Background: an optimization exercise with open tools, aiming at small area. Do not read the settings as production practice.
The RTL was checked by simulation tests, not by an equivalence proof against the original design.
No activity file was given, so power comes from the tool's default toggle rates.

$ cat flow/design.v
module top (
    input CLK,     
    input RST,     
    input PIN_19,  
    output PIN_12,  
    output PIN_13,  
    output PIN_14,  
    output PIN_15,  
    output PIN_16,  
    output PIN_20,  
    output PIN_24,  
    output LED,    
    output USBPU   
);
    assign USBPU = 0;   
    assign LED = 0;  
    wire [2:0] rgb;  
    wire hsync;  
    wire vsync;  
    wire red;  
    wire green;  
    wire blue;  
    wire [9:0] x;  
    wire [9:0] y;
    wire [7:0] eightbit_mod_1;  
    wire servopulse_1;  
    wire cue_music;
    wire wave_form;
    reg serial;
    always @(posedge CLK) begin
      if (RST)
        serial <= 1'b1;
      else
        serial <= PIN_19;
      end
    uart_rx uart_rx_1 (
      .CLK (CLK),
      .RST (RST),
      .i_Rx_Serial (serial),
      .o_Rx_Byte (eightbit_mod_1)
      );
    vga_tx vga_tx_1 (
      .CLK (CLK),  
      .RST (RST),
      .rgb (rgb),  
      .hsync (hsync),  
      .vsync (vsync),
      .red (red),
      .green (green),
      .blue (blue),
      .x (x),
      .y (y));
    game game_1 (
      .CLK (CLK),
      .RST (RST),
      .eightbit_mod_1 (eightbit_mod_1),
      .x (x),
      .y (y),
      .rgb (rgb),
      .hit (cue_music)
      );
    servo servo_1 (
      .CLK (CLK),
      .RST (RST),
      .eightbit_mod_1 (eightbit_mod_1),
      .o_servopulse (servopulse_1)
      );
    music music_1 (
      .CLK (CLK),
      .RST (RST),
      .start (cue_music),
      .wave_form (wave_form)
      );
    assign PIN_12 = hsync;  
    assign PIN_13 = vsync;
    assign PIN_14 = red;  
    assign PIN_15 = green;  
    assign PIN_16 = blue;  
    assign PIN_24 = servopulse_1;  
    assign PIN_20 = wave_form;
endmodule  
module game (
  input CLK,
  input RST,
  input [7:0] eightbit_mod_1,
  input [9:0] x,
  input [9:0] y,
  output [2:0] rgb,
  output hit );
reg [27:0] tone;
    always @(posedge CLK) begin
    if (RST)
      tone <= 0;
    else
      tone <= tone +1;
    end
wire [7:0] ramp = (tone[25] ? tone[24:17] : ~tone[24:17]);
assign wall = (x == ramp);
assign player = (x > eightbit_mod_1 - 2 ? (x < eightbit_mod_1 + 2 ? 1 : 0) : 0)
  && (y > 25 ? (y < 30 ? 1 : 0) : 0);
assign impact = player && wall;
assign hit = impact;
assign box1 = (x > 0 ? (x < 116 ? 1 : 0) : 0);  
assign box2 = (x > 58 ? (x < 232 ? 1 : 0) : 0);  
assign box3 = (x > 174 ? (x < 348 ? 1 : 0) : 0);  
assign box4 = (x > 290 ? (x < 348 ? 1 : 0) : 0);  
assign rgb [2] = wall;  
assign rgb [1] = player;  
assign rgb [0] = impact;  
endmodule  
module servo (
    input CLK,
    input RST,
    input [7:0] eightbit_mod_1,  
    output o_servopulse    
    );
parameter ClkDiv = 63;  
reg [5:0] ClkCount;  
reg ClkTick;
reg [11:0] PulseCount;  
reg [7:0] RCServo_position;  
reg RCServo_pulse;  
  always @(posedge CLK) begin
    if (RST)
      ClkTick <= 1'b0;
    else
      ClkTick <= (ClkCount==ClkDiv);  
    end
  always @(posedge CLK) begin
    if (RST)
    ClkCount <= 0;
    else if (ClkTick)  
    ClkCount <= 0;  
    else
    ClkCount <= ClkCount +1;
    end
  always @(posedge CLK) begin
    if (RST)
    PulseCount <= 0;
    else if (ClkTick)  
    PulseCount <= PulseCount +1;  
    end
  always @(posedge CLK) begin
    if (RST)
    RCServo_position <= 0;
    else
    RCServo_position <= eightbit_mod_1;  
    end
  always @(posedge CLK) begin
   if (RST)
   RCServo_pulse <= 1'b0;
   else
   RCServo_pulse <= (PulseCount < {4'b0001, RCServo_position});
   end
assign o_servopulse = RCServo_pulse;
endmodule  
module uart_rx
  #(parameter CLKS_PER_BIT = 1667)
  (input CLK,
   input RST,
   input i_Rx_Serial,
   output [7:0] o_Rx_Byte
   );
  parameter s_IDLE         = 3'b000;
  parameter s_RX_START_BIT = 3'b001;
  parameter s_RX_DATA_BITS = 3'b010;
  parameter s_RX_STOP_BIT  = 3'b011;
  parameter s_CLEANUP      = 3'b100;
  reg          r_Rx_Data_R;
  reg          r_Rx_Data;
  reg [10:0] r_Clock_Count;
  reg [2:0]  r_Bit_Index;  
  reg [7:0]  r_Rx_Byte;
  reg        r_Rx_DV;
  reg [2:0]  r_SM_Main;
  always @(posedge CLK) begin
    if (RST)
     begin
      r_Rx_Data_R <= 1'b1;
      r_Rx_Data   <= 1'b1;
     end
    else
     begin
      r_Rx_Data_R <= i_Rx_Serial;
      r_Rx_Data   <= r_Rx_Data_R;
     end
     end
  always @(posedge CLK)
    if (RST)
    begin
      r_Clock_Count <= 0;
      r_Bit_Index   <= 0;
      r_Rx_Byte     <= 0;
      r_Rx_DV       <= 0;
      r_SM_Main     <= 0;
    end
    else
    begin
      case (r_SM_Main)
        s_IDLE :
          begin
            r_Rx_DV       <= 1'b0;
            r_Clock_Count <= 0;
            r_Bit_Index   <= 0;
            if (r_Rx_Data == 1'b0)           
              r_SM_Main <= s_RX_START_BIT;
            else
              r_SM_Main <= s_IDLE;
          end
        s_RX_START_BIT :
          begin
            if (r_Clock_Count == (CLKS_PER_BIT-1)/2)
              begin
                if (r_Rx_Data == 1'b0)
                  begin
                    r_Clock_Count <= 0;   
                    r_SM_Main     <= s_RX_DATA_BITS;
                  end
                else
                  r_SM_Main <= s_IDLE;
              end
            else
              begin
                r_Clock_Count <= r_Clock_Count + 1;
                r_SM_Main     <= s_RX_START_BIT;
              end
          end  
        s_RX_DATA_BITS :
          begin
            if (r_Clock_Count < CLKS_PER_BIT-1)
              begin
                r_Clock_Count <= r_Clock_Count + 1;
                r_SM_Main     <= s_RX_DATA_BITS;
              end
            else
              begin
                r_Clock_Count          <= 0;
                r_Rx_Byte[r_Bit_Index] <= r_Rx_Data;
                if (r_Bit_Index < 7)
                  begin
                    r_Bit_Index <= r_Bit_Index + 1;
                    r_SM_Main   <= s_RX_DATA_BITS;
                  end
                else
                  begin
                    r_Bit_Index <= 0;
                    r_SM_Main   <= s_RX_STOP_BIT;
                  end
              end
          end  
        s_RX_STOP_BIT :
          begin
            if (r_Clock_Count < CLKS_PER_BIT-1)
              begin
                r_Clock_Count <= r_Clock_Count + 1;
                r_SM_Main     <= s_RX_STOP_BIT;
              end
            else
              begin
                r_Rx_DV       <= 1'b1;
                r_Clock_Count <= 0;
                r_SM_Main     <= s_CLEANUP;
              end
          end  
        s_CLEANUP :
          begin
            r_SM_Main <= s_IDLE;
            r_Rx_DV   <= 1'b0;
          end
        default :
          r_SM_Main <= s_IDLE;
      endcase
    end
assign o_Rx_Byte = r_Rx_Byte;
endmodule  
module vga_tx (
  input CLK,
  input RST,
  input [2:0] rgb,
  output hsync,
  output vsync,
  output reg red,
  output reg green,
  output reg blue,
  output reg [9:0] x,
  output reg [9:0] y );
  parameter active_h_video = 407;  
  parameter active_v_video = 480;
  parameter h_FP = 10;  
  parameter h_pulse = 61;  
  parameter h_BP = 31;  
  parameter v_FP = 10;  
  parameter v_pulse = 2;  
  parameter v_BP = 33;  
  parameter blank_h = h_FP + h_pulse + h_BP;  
  parameter blank_v = v_FP + v_pulse + v_BP;
  parameter h_total = blank_h + active_h_video;  
  parameter v_total = blank_v + active_v_video;
  reg [8:0] h_counter;
  reg [9:0] v_counter;
  wire active_video;
  always @(posedge CLK) begin
    if (RST)
     begin
      h_counter <= 0;
      v_counter <= 0;
     end
    else if (h_counter < h_total -1)  
     h_counter <= h_counter +1;  
    else
     begin
      h_counter <= 0;  
      if (v_counter < v_total -1)  
       v_counter <= v_counter +1;  
      else
       v_counter <= 0;   
     end
    end
  assign hsync = (h_counter >= h_FP && h_counter < h_FP + h_pulse) ? 0:1;
  assign vsync = (v_counter >= v_FP && v_counter < v_FP + v_pulse) ? 0:1;
  assign active_video = (h_counter >= h_FP + h_pulse + h_BP
    && v_counter >= v_FP + v_pulse + v_BP) ? 1:0;
  always @(posedge CLK) begin
   if (RST)
    begin
     red <= 0;
     green <= 0;
     blue <= 0;
     x <= 0;
     y <= 0;
    end
   else if (active_video == 1)  
    begin
     red <= rgb [2];
     green <= rgb [1];
     blue <= rgb [0];
     x <= h_counter - h_FP - h_pulse - h_BP;  
     y <= v_counter - v_FP - v_pulse - v_BP;  
    end
   else  
    begin
     red <= 0;  
     green <= 0;
     blue <= 0;
     x <= 0;
     y <= 0;
    end
  end
  endmodule  
  module music (
      input CLK,     
      input RST,
      input start,
      output reg wave_form  
      );
  reg [30:0] tone;
   always @(posedge CLK) begin
   if (RST)
    tone <= 0;
   else if (start == 1)
    tone <= tone + 1;
   else
    tone <= 0;
    end
  wire [7:0] fullnote;
  music_ROM get_fullnote (
    .CLK (CLK),
    .RST (RST),
    .address (tone[27:26]),
    .note (fullnote)
    );
  wire [2:0] octave;
  wire [3:0] note;
  divide_by12 get_octave_and_note (
    .numer (fullnote[5:0]),
    .quotient (octave),
    .remain (note)
    );
reg [8:0] clkdivider;
  always @(note) begin
    case (note)
     0: clkdivider = 512-1;  
     1: clkdivider = 483-1;
     2: clkdivider = 456-1;
     3: clkdivider = 431-1;
     4: clkdivider = 406-1;
     5: clkdivider = 384-1;
     6: clkdivider = 362-1;
     7: clkdivider = 342-1;
     8: clkdivider = 323-1;
     9: clkdivider = 304-1;
    10: clkdivider = 287-1;
    11: clkdivider = 271-1;
    12: clkdivider = 0;
    13: clkdivider = 0;
    14: clkdivider = 0;
    15: clkdivider = 0;
    endcase
    end
reg [8:0] counter_note;
 always @(posedge CLK) begin
  if (RST)
    counter_note <= 0;
  else if (counter_note==0)
    counter_note <= clkdivider;
  else
    counter_note <= counter_note - 1;
    end
reg [7:0] counter_octave;
  always @(posedge CLK) begin
    if (RST)
      counter_octave <= 0;
    else if (counter_note==0)
    begin
      if(counter_octave==0)
       counter_octave <= (octave==0 ? 255 : octave==1 ? 127 : octave==2 ?
        63 : octave==3 ? 31 : octave==4 ? 15 : 7);
      else
      counter_octave <= counter_octave - 1;
      end
    end
  always @(posedge CLK) begin
    if (RST)
    wave_form <= 1'b0;
    else if (counter_note==0 && counter_octave==0 && tone[30]==0 && fullnote!=0)
    wave_form <= ~wave_form;
    end
endmodule  
module divide_by12 (
    input [5:0] numer,
    output reg [2:0] quotient,
    output [3:0] remain
    );
  reg [1:0] remain_bit3_bit2;
  always @(numer[5:2])  
    case(numer[5:2])
       0: begin quotient=0; remain_bit3_bit2=0; end
       1: begin quotient=0; remain_bit3_bit2=1; end
       2: begin quotient=0; remain_bit3_bit2=2; end
       3: begin quotient=1; remain_bit3_bit2=0; end
       4: begin quotient=1; remain_bit3_bit2=1; end
       5: begin quotient=1; remain_bit3_bit2=2; end
       6: begin quotient=2; remain_bit3_bit2=0; end
       7: begin quotient=2; remain_bit3_bit2=1; end
       8: begin quotient=2; remain_bit3_bit2=2; end
       9: begin quotient=3; remain_bit3_bit2=0; end
      10: begin quotient=3; remain_bit3_bit2=1; end
      11: begin quotient=3; remain_bit3_bit2=2; end
      12: begin quotient=4; remain_bit3_bit2=0; end
      13: begin quotient=4; remain_bit3_bit2=1; end
      14: begin quotient=4; remain_bit3_bit2=2; end
      15: begin quotient=5; remain_bit3_bit2=0; end
      endcase
      assign remain[1:0] = numer[1:0];   
      assign remain[3:2] = remain_bit3_bit2;   
    endmodule  
      module music_ROM (
      	input CLK,
      	input RST,
      	input [1:0] address,
      	output reg [7:0] note
        );
      always @(posedge CLK)
      if (RST)
      	  note <= 8'd0;
      else
      case(address)
      	  0: note <= 8'd25;
      	  1: note <= 8'd30;
      	  2: note <= 8'd35;
      	  3: note <= 8'd20;
      	default: note <= 8'd0;
      endcase
    endmodule  
$ cat flow/run.sh
#!/bin/bash
# synth_recipe.tcl (not shown) runs the flow's synth.tcl, then flattens the netlist and writes it again
# the make line also repeats each setting of config.mk as NAME=value (left out here)
make -C /OpenROAD-flow-scripts/flow DESIGN_CONFIG=/design/flow/config.mk WORK_HOME=/design/flow/orfs CLKGATE_MAP_FILE= SYNTH_SCRIPT=/design/flow/synth_recipe.tcl finish
$ cat flow/config.mk
export PLATFORM = sky130hd
export DESIGN_NAME = top
export DESIGN_NICKNAME = top
export VERILOG_FILES = /design/flow/design.v
export SDC_FILE = /design/flow/constraint.sdc
export NUM_CORES = 4
export LEC_CHECK = 0
export CAP_MARGIN = 20
export CORE_MARGIN = 2
export CORE_UTILIZATION = 40
export SLEW_MARGIN = 20
$ cat flow/constraint.sdc
create_clock -name core_clock -period 10.0 [get_ports {CLK}]
set_input_delay 2.0000 -clock core_clock [delete_from_list [all_inputs] [get_ports {CLK}]]
set_output_delay 2.0000 -clock core_clock [all_outputs]
set_load 0.01 [all_outputs]
==> impl_results.md, run 1 <==
* Status: finished clean
* Final Critical Period at 4.263 ns
* Crit Path Class: flop to output port
* Final Max Slew Viols at 0
* Layout area overhead at 9.181%
* CP arrival at between 2 and 2.5 ns
* Crit path max fanout at 7
* TritonCTS Buffers at 17
* Final Total Pwr at about 1.7 mW
* Fin. Hold Viols at 0
* DR pass1 iterations at 4
* GR Overflow Total at 0
* Fin util at between 40 and 50%
* Clock Skews at 0.008838 ns
* Post-synth EDFFs at 0
* Largest net degree at the start of global routing at 64
* Setup WS post-layout at 5.737 ns
* Core box area at roughly 22000 um2
* Clock buffer depth at 2
* Fmax at between 200 and 250 MHz
* FILL cells at 2146
* Commonest cells after routing, fill and taps aside: dfxtp_1, nor2_1, nand2_1
* Total Negative Setup Slacks at 0 ns
* Drc violations at 0
* Vias/cell at 5.001
* Initial DRC Count at 258
* Worst-margin pin slew at between 0.8 and 0.9 ns
* Cell Chain, Critical Path: inv_1 -> ha_1 -> inv_1 -> o21ai_0 -> a211oi_1 -> o32ai_1 -> nand2_1 -> clkdlybuf4s50_1
* Seq cells post-synth at 183
* Post-synthesis cell type count at 62
* Post-route clock period utilization at 42.63%
* Max capacitance violation total at 0
* Finished Layout Cells at about 1300
* Synth warn at 15
* Initial Util at 41.03%
* Worst path most repeated cell: inv_1
* Post-CTS Setup Bufs at 0
* Tot GR Track Use at 14.41%
* Worst Path Buf+Inv at 3
* Total number of vias at 6712
* Clk slew on worst S/H paths at ~0.07 ns
* Ant. Diodes at 0
* Die width at 154.1 um
* Die Span Y at 154.1 um
* Worst vdd ir at between 0.1 and 0.15 mV
* Final Wtd Congestion at 0.8121
* Cell family with most CP delay: buffers and inverters
* Number of global-route vias before repair at 6236
* Largest area contributor in the netlist: dfxtp_1
* CTS tree: yes
* Routing usage on met1 at 19.48%
* Post-Synthesis Cells at 1062
* CTS HTree Levels at 4
* Placed Instances at 1310
* Root buffer cell: clkbuf_16
* Clock Sinks at 183
* Grt peak-use layer: met2
* Yosys top cell area share at between 40% and 50%
* Share of cells above drive strength 1 at 4.991%
* # IOs at 12
* Met2 GRT Util at 22.40%
* Worst stage delay on the critical path at around 0.53 ns
* Power Dens Cells at 175.3 nW/um2
* DP Worst Slack at 6.156 ns
* Routed WL at 16120 um
* Nets at 1111
* Worst Path Required at 8.00 ns
* Global-route wire length before repair at 28750 um
* Hold_buf cts at 0
* ANT nets after route at 0
* Num rows at 54
* Leak at 3.671 nW
* Post-CTS sizing at 0
* Register area share after synthesis at 40.67%
* Worst Setup Start Kind: flop
* Post-Syn Area at 9009 um2
* Synth async-reset ratio at 0%
* Endpoint type of the worst setup path: output port
* IO Port Bufs at 9
* Worst Hold Class: flop to flop
* Synth area leaders: dfxtp_1, ha_1, nor2_1, xor2_1, xnor2_1
* Max-slew headroom at between 40% and 50%
* Later-pin clock latency in the skew report at between 0.4 and 0.5 ns
* DIE AREA at 23740 um2
* Most common cell after layout, fill and taps aside: dfxtp_1
* Initial antenna violation count at 0
* Setup violators final at 0
* Routed len/inst at between 10 and 15 um
* Slowest CP cell: clkdlybuf4s50_1
* Predominant post-synthesis flop cell: dfxtp_1
* Unrepaired setup endpoints after global routing: false
* Mean Syn Cell Area at 8.483 um2
* Met3 track utilization from global routing at 3.044%
* Post-DP HPWL at 11450 um
-- worst paths after layout --
path / end / from / slack [ns] / depth (start not counted)
worst max-delay path: PIN_12 / vga_tx_1.h_counter[2]$_SDFF_PP0_ / 5.74 / 8
worst min register to register: uart_rx_1.r_Rx_Data_R$_SDFF_PP1_ / serial$_SDFF_PP1_ / 0.41 / 1
worst min-delay path: uart_rx_1.r_Rx_Data_R$_SDFF_PP1_ / serial$_SDFF_PP1_ / 0.41 / 1
worst max register to register: music_1.tone[10]$_SDFF_PP0_ / uart_rx_1.r_Rx_Byte[4]$_SDFFE_PP0P_ / 6.48 / 10
-- registers in the layout, indices dropped and copies added (netlist names), 2 cells and up --
signal and flops:
game_1.tone 26, music_1.counter_note 9, music_1.counter_octave 8, music_1.get_fullnote.note 6, music_1.note 2, music_1.octave 3
music_1.tone 31, servo_1.ClkCount 6, servo_1.PulseCount 12, servo_1.RCServo_position 8, uart_rx_1.r_Bit_Index 3, uart_rx_1.r_Clock_Count 11
uart_rx_1.r_Rx_Byte 8, uart_rx_1.r_SM_Main 3, vga_tx_1.h_counter 9, vga_tx_1.v_counter 10, vga_tx_1.x 10, vga_tx_1.y 9
-- where the power goes --
group	total [mW]	switching (mW)	internal [mW]
Combinational	0.270	0.156	0.114
Sequential	0.805	0.0372	0.768
Clock	0.648	0.289	0.360
Total	1.72	0.482	1.24
-- per-layer routing --
| layer | up-vias | wire length (um) |
|---|---|---|
| li1 | 3561 | - |
| met1 | 3057 | 8477 |
| met2 | 75 | 6952 |
| met3 | 19 | 447 |
| met4 | 0 | 241 |
| met5 | - | 0 |
-- cells in the mapped netlist, types with 17 or more instances --
library cell	instances
a21oi_1	34
and3_1	17
clkbuf_1	33
dfxtp_1	183
ha_1	59
inv_1	54
nand2_1	74
nand3_1	54
nand4_1	20
nor2_1	182
nor3_1	31
o21ai_0	29
xnor2_1	59
xor2_1	60
-- layout make-up --
cell class	count	area, um2	share of cell area (%)
multi-input cells	783	4951	50.34
flip-flops and latches	183	3664	37.25
clock buffers	20	456.7	4.643
well taps	280	350.3	3.562
inverters	54	202.7	2.061
clock inverters	12	116.4	1.183
repair buffers	10	95.09	0.9668
-- kinds of logic (layout without fill, tap and decap cells) --
logic type,Yosys count,after routing,synth area share [%]
buf+inv,99,96,4.500
xor+xnor,119,119,11.57
fa+ha+maj,59,59,8.194
simple gates,464,464,24.65
compound gates,129,129,9.347
flops,183,183,40.67
mux,8,8,1.028
other cells,1,4,0.04163
-- through the flow --
step | hold slack, ns | cell area, um2
after global routing | 0.4225 | 9836
after detailed placement | 0.3949 | 9263
after floorplan | 0.3895 | 9020
after global placement | 0.3957 | 9263
after CTS | 0.4113 | 9836
final | 0.4097 | 9836
==> inputs of run 2 (changes only) <==
==> flow/design.v (replaced) <==
module top (
    input CLK,     
    input RST,     
    input PIN_19,  
    output PIN_12,  
    output PIN_13,  
    output PIN_14,  
    output PIN_15,  
    output PIN_16,  
    output PIN_20,  
    output PIN_24,  
    output LED,    
    output USBPU   
);
    assign USBPU = 0;
    assign LED = 0;
    reg [3:0] sync;
    always @(posedge CLK) begin
      if (RST)
        sync <= 4'b1111;
      else
        sync <= {sync[2:0], PIN_19};
    end
    wire rx = sync[3];
    reg [10:0] cnt;
    reg [3:0]  st;
    reg [7:0]  pos;
    always @(posedge CLK) begin
      if (RST) begin
        cnt <= 0;
        st  <= 0;
        pos <= 0;
      end else begin
        if (st[3]) begin
          if (cnt < 1666)
            cnt <= cnt + 1;
          else begin
            cnt <= 0;
            pos[st[2:0]] <= rx;
            st <= (st == 4'd15) ? 4'd2 : st + 1;
          end
        end else case (st[1:0])
          2'd0: begin
            cnt <= 0;
            if (!rx) st <= 4'd1;
          end
          2'd1: begin
            if (cnt == 833) begin
              cnt <= 0;
              st  <= rx ? 4'd0 : 4'd8;
            end else
              cnt <= cnt + 1;
          end
          2'd2: begin
            if (cnt < 1666)
              cnt <= cnt + 1;
            else begin
              cnt <= 0;
              st  <= 4'd3;
            end
          end
          2'd3: st <= 4'd0;
        endcase
      end
    end
    reg [8:0] hc;
    reg [9:0] vc;
    wire hwrap = (hc == 9'd405);    
    always @(posedge CLK) begin
      if (RST) begin
        hc <= 9'd408;
        vc <= 0;
      end else begin
        hc <= hwrap ? 9'd409 : hc + 1;
        if (hwrap)
          vc <= (vc == 10'd524) ? 10'd0 : vc + 1;
      end
    end
    assign PIN_12 = ~(hc >= 9'd418 && hc < 9'd479);
    assign PIN_13 = ~(hwrap ? (vc == 10'd9 || vc == 10'd10)
                            : (vc == 10'd10 || vc == 10'd11));
    reg [25:0] tone;
    always @(posedge CLK) begin
      if (RST)
        tone <= {26{1'b1}};
      else
        tone <= tone + 1;
    end
    wire [7:0] ramp = tone[25] ? tone[24:17] : ~tone[24:17];
    wire active = (hc <= 9'd405 || hc == 9'd511) && (vc >= 10'd45);
    wire [8:0] x = (hc == 9'd511) ? 9'd0 : hc;
    wire wall = (x == {1'b0, ramp});
    wire [9:0] d = {1'b0, x} + 10'd1 - {2'b0, pos};    
    wire player = (pos >= 8'd2) && (d < 10'd3) && (vc >= 10'd71) && (vc <= 10'd74);
    assign PIN_14 = active & wall;
    assign PIN_15 = active & player;
    assign PIN_16 = active & wall & player;
    reg [5:0] ClkCount;
    reg ClkTick;
    reg [11:0] PulseCount;
    reg RCServo_pulse;
    always @(posedge CLK) begin
      if (RST) begin
        ClkTick <= 1'b0;
        ClkCount <= 0;
        PulseCount <= 0;
        RCServo_pulse <= 1'b0;
      end else begin
        ClkTick <= (ClkCount == 6'd63);
        ClkCount <= ClkTick ? 6'd0 : ClkCount + 1;
        if (ClkTick)
          PulseCount <= PulseCount + 1;
        RCServo_pulse <= (PulseCount < {4'b0001, pos});
      end
    end
    assign PIN_24 = RCServo_pulse;
    reg [8:0] cn;
    reg [8:0] co;
    reg wave_form;
    always @(posedge CLK) begin
      if (RST) begin
        cn <= 9'd29;
        co <= 9'd256;
        wave_form <= 1'b0;
      end else if (cn == 0) begin
        cn <= 9'd482;
        co <= (co == 0) ? 9'd63 : co - 1;
        if (co == 0)
          wave_form <= ~wave_form;
      end else
        cn <= cn - 1;
    end
    assign PIN_20 = wave_form;
endmodule
==> run 2 against run 1 <==
Effect of this change:
- flip-flop and latch count is 72 lower
- sequential power shrank 32%
- clock power down 44%
- critical path depth is 11 higher
- sequential share of layout area decreased by 4.6 points
- final cell count is 30% lower
- wire length fell by 24%
- non-clock buffer count is 1 higher
- combinational power shrank 7%
- die area decreased by 30%
- fmax is 41% lower
- highest routed layer unchanged
==> impl_results.md, run 2 <==
* Final Wtd Congestion at about 0.82
* Final Max Slew Viols at 0
* Layout area overhead at 8.571%
* Placed Instances at 930
* Post-route clock period utilization at between 70% and 80%
* Commonest cells after routing, fill and taps aside: dfxtp_1, nor2_1, nand2_1
* Post-synth EDFFs at 0
* Worst reg2reg setup slack at 7.44 ns
* Max capacitance violation total at 0
* CTS tree: yes
* Register area share after synthesis at a little over a third
* Global-route wire length before repair at 21660 um
* Most frequent cell after synthesis: dfxtp_1
* Worst setup path startpoint: hc[0]$_SDFF_PP0_
* Fin. Hold Viols at 0
* Post-synthesis cell type count at 62
* Drc violations at 0
* Hold_buf cts at 0
* Crit path max fanout at 14
* Synth cell count leaders: dfxtp_1, nor2_1, nand2_1
* # IOs at 12
* Hold_sp: sync[2]$_SDFF_PP1_
* Fin area at 6799 um2
* Post-Synthesis Cells at 739
* DR pass1 iterations at 4
* Worst-margin pin slew at between 0.8 and 0.9 ns
* Synth area leaders: dfxtp_1, ha_1, xor2_1, xnor2_1, nor2_1
* Routed WL at 12280 um
* Setup violators final at 0
* Post-CTS Setup Bufs at 0
* Worst vdd ir at 0.09472 mV
* Total number of vias at 4932
* Post-DP HPWL at 8827 um
* DIE AREA at 16670 um2
* Clk slew on worst S/H paths at 0.08 ns
* Number of global-route vias before repair at 4734
* Initial antenna violation count at 0
* Die Span Y at 129.1 um
* Final Total Pwr at roughly 1.2 mW
* Placement Cell Area at 6499 um2
* CP arrival at 5.18 ns
* Mux contribution to synthesized area at 0.6394%
* Initial Util at 41.04%
* Worst Hold Class: flop to flop
* Simple-gate share of the synthesized area at 26.91%
* Seq pwr share at 47.0%
* Hold_ws at 0.4136 ns
* Tot GR Track Use at 15.88%
* Largest area contributor in the netlist: dfxtp_1
* Ant. Diodes at 0
* Worst R2R Start: hc[0]$_SDFF_PP0_
* Power Dens Cells at 170.1 nW/um2
* Post-synthesis compound-gate area fraction at between 10% and 20%
* Later-pin clock latency in the skew report at 0.36 ns
* Worst R2R End: vc[6]$_SDFFE_PP0P_
* Seq cells post-synth at between 100 and 150
* Initial DRC Count at approximately 280
* Endpoint type of the worst setup path: output port
* Post-Syn Area at 6262 um2
* Predominant post-synthesis flop cell: dfxtp_1
* P_sw at roughly 0.38 mW
* Yosys top cell area share at 35.48%
* Clock Sinks at 111
* IO Port Bufs at 9
* Total Negative Setup Slacks at 0 ns
* Worst Path Required at ~8.0 ns
* Synth warn at 1
* Synth async-reset ratio at 0%
* Final Critical Period at 7.178 ns
* GR Overflow Total at 0
* Fmax at 139.3 MHz
* Num rows at 45
* Clock Skews at 0.004887 ns
* Synth Area in Adders at 9.311%
* Max reg flops at 26
* ANT nets after route at 0
* Post-synthesis xor/xnor area fraction at 11.47%
* Most flops, register: tone
* Crit Path Class: flop to output port
* Finished Layout Cells at 946
* Unrepaired setup endpoints after global routing: false
* Routed len/inst at 12.99 um
* Post-CTS sizing at 0
* Largest family of logic cells by synthesized area: simple AND/OR/NAND/NOR gates
* Max-slew headroom at 46.67%
* Combinational power share at 21.7%
* Die width at approximately 130 um
* Clock buffer depth at 2
* Status: finished clean
* Critical Path End: PIN_16
* Vias/cell at 5.214
* Reg2Reg Depth at 6
* Pint at between 0.7 and 0.8 mW
* Sw Ratio at about 33%
* CTS HTree Levels at 3
* TritonCTS Buffers at 9
* Clock power frac at between 30% and 40%
* Leak at between 2 and 3 nW
* Share of cells above drive strength 1 at 5.306%
* Largest net degree at the start of global routing at 86
* Root buffer cell: clkbuf_16
* Nets at 779
* Mean Syn Cell Area at 8.474 um2
* Most common cell after layout, fill and taps aside: dfxtp_1
* Biggest regs: tone x26, PulseCount x12, cnt x11
* Core box area at between 15000 and 20000 um2
* Worst Setup Start Kind: flop
==> run 2: changes by cell type in the layout (fill, tap and decap cells not counted), moves of 8 or more <==
cell,delta
o21ai_0,-12
nand2b_1,+22
ha_1,-14
clkbuf_16,-8
nor3_1,-12
dfxtp_1,-72
nor2_1,-96
xnor2_1,-21
inv_1,-22
or3_1,-8
nand3_1,-20
nand2_1,-25
xor2_1,-16
==> run 2: kinds of logic after synthesis <==
kind of cell	after synthesis
AND/OR/NAND/NOR	319
AO/OA/AOI/OAI	112
flip-flops	111
XOR/XNOR	82
buffers and inverters	64
adder cells (fa/ha/maj)	46
multiplexers	4
other	1
==> run 2: area by class of cell <==
type	instances	area, um2
clock buffers	9	225.2
repair buffers	11	100.1
inverters	32	120.1
multi-input cells	565	3792
fillers	1523	8459
flip-flops and latches	111	2222
clock inverters	7	75.07
well taps	211	264.0
==> run 2: how the worst min path moves through the flow <==
stage                     depth (start not counted)                 end
after floorplan                                   1  sync[1]$_SDFF_PP1_
after global placement                            1  sync[2]$_SDFF_PP1_
after CTS                                         1  sync[1]$_SDFF_PP1_
after global routing                              1  sync[1]$_SDFF_PP1_
final                                             1  sync[3]$_SDFF_PP1_
after detailed placement                          1  sync[1]$_SDFF_PP1_
==> run 2: through the flow <==
stage	util [%]	setup WS [ns]
after global routing	44.56	2.457
final	44.56	2.822
after global placement	42.59	3.465
after floorplan	-	4.134
after CTS	44.56	2.826
after detailed placement	42.59	3.235
==> run 2: critical path: stages (launching register included) <==
cell and delay (ns):
dfxtp_1 0.52, ha_1 0.26, nand2_1 0.07, nor2_1 0.19
nand4_1 0.16, inv_1 0.10, ha_1 0.41, nand2b_1 0.21
ha_1 0.24, inv_1 0.06, ha_1 0.18, inv_1 0.06
fa_1 0.40, xor2_1 0.15, nand4_1 0.11, or4b_1 0.52
nor4_1 0.29, nand4_1 0.19, nor2b_1 0.16, clkdlybuf4s50_1 0.55
==> run 2: power groups by stage <==
stage               clock (mW)  sequential, mW  combinational, mW
floorplan                    0           0.519              0.235
global placement             0           0.550              0.245
detailed placement           0           0.554              0.251
CTS                      0.377           0.543              0.253
global route             0.396           0.554              0.288
finish                   0.361           0.544              0.251
==> run 2: metal layers <==
layer  GRT usage (%)  part of all wire [%]  vias up
li1                -                     -     2540
met1           19.70                    48     2316
met2           27.68                    48       66
met3           4.005                   3.3       10
met4           3.772                  0.74        0
met5               0                     0        -

==> re-timing with driven ports <==
How much do the figures lean on ideal ports? The routed layouts below were timed once more, with nothing changed but the port constraints. Step 1 assumes that a clkbuf_16 drives the clock port and a buf_2 every other input. Step 2 times the ports against the registers' clock, not the clock port: input delays grow and output delays shrink by t, the midpoint of the rising clock arrivals with the driver on. a / b / c = ideal ports / drivers / drivers and shift; a / b = the first two.
| run | shift t [ns] | slack for setup (ns) | pins driven straight from the clock port |
|---|---|---|---|
| run 1 | 0.469 | 5.737 / 5.694 / 6.163 | 1 |
| run 2 | 0.395 | 2.822 / 2.782 / 3.177 | 1 |
After both steps setup and hold are still met in every run listed.
